This is an optimization exercise on Yosys and OpenROAD, whose aim is small area, not a production implementation.
The RTL was checked by simulation tests, not by an equivalence proof against the original design.
The flow treats the clock pin as an ideal source. Dropping or thinning the clock tree relies on that and would not hold on a real chip.
No activity file was given, so power comes from the tool's default toggle rates.

## birch
## Mips
module Mips (
    input clock,
    input reset,
    output [9:0] imem_addr,
    input [31:0] imem_data,
    output [9:0] dmem_addr,
    output [31:0] dmem_wdata,
    output dmem_we,
    input [31:0] dmem_rdata
);
export LEC_CHECK = 0
export CAP_MARGIN = 20
export CORE_MARGIN = 2
export CORE_UTILIZATION = 60
export SLEW_MARGIN = 20
create_clock -name core_clock -period 15.0 [get_ports {clock}]
standard.sh (not shown) runs the stock make flow with config.mk's settings and CLKGATE_MAP_FILE= SYNTH_SCRIPT=/design/flow/synth_recipe.tcl, a recipe that flattens the netlist after the stock synthesis.
==> flow/flow/run.sh <==
#!/bin/bash
# Own layout flow: the standard ORFS flow (standard.sh) with
#  - the standard synthesis script, except that Yosys extracts only full
#    adders (no half adders) and ABC maps with an area-oriented script
#    (flow/area.abc);
#    registers, their names and cells are those of the standard synthesis;
#  - port buffers of the smallest buffer cell;
#  - CTS without dummy loads, with larger sink clusters, and lightly loaded
#    leaf clock buffers downsized afterwards, and the two lowest levels of
#    clock buffers turned into inverters (flow/post_cts.tcl).
# Every tool's output goes to the ORFS logs under orfs/logs and to own_flow.log.
set -euo pipefail
HERE=$(pwd)
S=$FLOW_HOME/scripts/synth.tcl
sed -e 's|^  extract_fa {\*}\[dont_use_extract_fa_args\]$|  extract_fa -fa|' \
    -e "s|^  log_cmd abc {\*}\$abc_args\$|  set abc_args [lreplace \$abc_args 1 1 $HERE/flow/area.abc]\n  log_cmd abc {*}\$abc_args|" \
    "$S" > own_synth.tcl
grep -q '^  extract_fa -fa$' own_synth.tcl
grep -q 'flow/area.abc' own_synth.tcl
sed "s|source \$::env(SCRIPTS_DIR)/synth.tcl|source $HERE/own_synth.tcl|" synth_recipe.tcl > own_synth_recipe.tcl
grep -q own_synth.tcl own_synth_recipe.tcl
sed "s|SYNTH_SCRIPT=[^ ]*|SYNTH_SCRIPT=$HERE/own_synth_recipe.tcl|" standard.sh > own_standard.sh
grep -q own_synth_recipe.tcl own_standard.sh
export BUFFER_PORTS_ARGS="-buffer_cell sky130_fd_sc_hd__buf_1"
export CTS_ARGS="-sink_clustering_enable -repair_clock_nets -sink_clustering_size 36 -sink_clustering_max_diameter 60 -buf_list sky130_fd_sc_hd__clkbuf_16 -dont_use_dummy_load"
export POST_CTS_TCL=$HERE/flow/post_cts.tcl
bash own_standard.sh > own_flow.log 2>&1
Other scripts of this flow, unchanged in this note and not shown: flow/flow/area.abc, flow/flow/post_cts.tcl
--- input diff birch..pine ---
diff --git a/flow/design.v b/flow/design.v
--- a/flow/design.v
+++ b/flow/design.v
@@ -50,29 +50,20 @@
     reg cwe;           
     reg [4:0] crd;
     reg cA, cB, cS;    
     reg [4:0] X;       
     reg pend_sw;
     wire C;            
     wire [31:0] rout, rin;
-    wire [3:0] wP;
-    wire [7:0] wQ;
-    genvar pj;
-    generate for (pj = 0; pj < 8; pj = pj + 1) begin : g_pd
-        if (pj < 4) begin : g_p
-            assign wP[pj] = init | (cwe & (crd[1:0] == pj));
-        end
-        assign wQ[pj] = init | (crd[4:2] == pj);
-    end endgenerate
     wire wbit = C & ~init;
     genvar r;
     generate
         for (r = 0; r < 32; r = r + 1) begin : g_rf
             reg [31:0] q;
-            wire we = wP[r % 4] & wQ[r / 4];
+            wire we = init | (cwe & (crd == r));
             assign rin[r] = we ? wbit : q[0];
             always @(posedge clock)
                 q <= {rin[r], q[31:1]};
             assign rout[r] = q[0];
         end
     endgenerate
     wire a = rin[rs];
@@ -148,26 +139,19 @@
             cS <= r_sll | r_sra;
             X <= r_mult ? rs : DA[4:0];
         end
     wire u = cS ? (ph == X) : rout[X];
     wire v = RD[0];
     reg [15:0] MA, MB, R;
     reg [15:0] MAn, MBn, xr, yr;
-    wire [3:0] phl = {ph[1:0] == 2'd3, ph[1:0] == 2'd2, ph[1:0] == 2'd1, ph[1:0] == 2'd0};
-    wire [3:0] phh = {ph[3:2] == 2'd3, ph[3:2] == 2'd2, ph[3:2] == 2'd1, ph[3:2] == 2'd0} & {4{~ph[4]}};
-    wire [15:0] Em;
-    genvar ge;
-    generate for (ge = 0; ge < 16; ge = ge + 1) begin : g_em
-        assign Em[ge] = phl[ge % 4] & phh[ge / 4];
-    end endgenerate
     integer m;
     always @(*)
         for (m = 0; m < 16; m = m + 1) begin
-            MAn[m] = Em[m] ? u : MA[m];
-            MBn[m] = Em[m] ? v : MB[m];
+            MAn[m] = (ph == m) ? u : MA[m];
+            MBn[m] = (ph == m) ? v : MB[m];
             xr[m] = u & MB[m];
             yr[m] = v & MAn[m];
         end
     wire [15:0] ms = R ^ xr ^ yr;
     wire [15:0] mc = (R & xr) | (R & yr) | (xr & yr);
     wire [16:0] tot;
     wire [16:0] mk;
==> summary.txt <==
pine | status: complete | timing, DRC, antenna: pass. Looking at pine and birch, the sequential cell area is a wash. In the tables for pine and birch, clock network power share reads lower with pine. Between pine and birch, the design area does not differ in any meaningful way. | wire length of the first global-routing pass | pine vs birch | better |. pine vs birch: total net switching power down slightly. In terms of core footprint, birch and pine differ only marginally.
In every run of this note, the design's own scripts or RTL, not TritonCTS, make the clock network.

## what the ideal ports hide
The flow's constraints put no driver on any port. The routed layouts listed below were extracted and timed again, unchanged, in two steps. Step 1: set_driving_cell puts a clkbuf_16 on clock and a buf_2 on each other input, an assumption about the parent block. Step 2 also shifts input and output timing later by t, the mid clock arrival at the registers, as if the neighbouring blocks saw the same clock. a / b / c = ideal / step 1 / step 2; a / b = the first two.
run | t, ns | setup slack, ns | worst hold slack (ns) | slew at the worst register clock pin (ns)
birch | 0.709 | 5.165 / 5.165 / 5.165 | 0.256 / 0.256 / 0.256 | 0.12 / 0.12
pine | 0.707 | 5.091 / 5.091 / 5.091 | 0.237 / 0.237 / 0.237 | 0.12 / 0.12
After both steps every run listed still meets setup and hold.
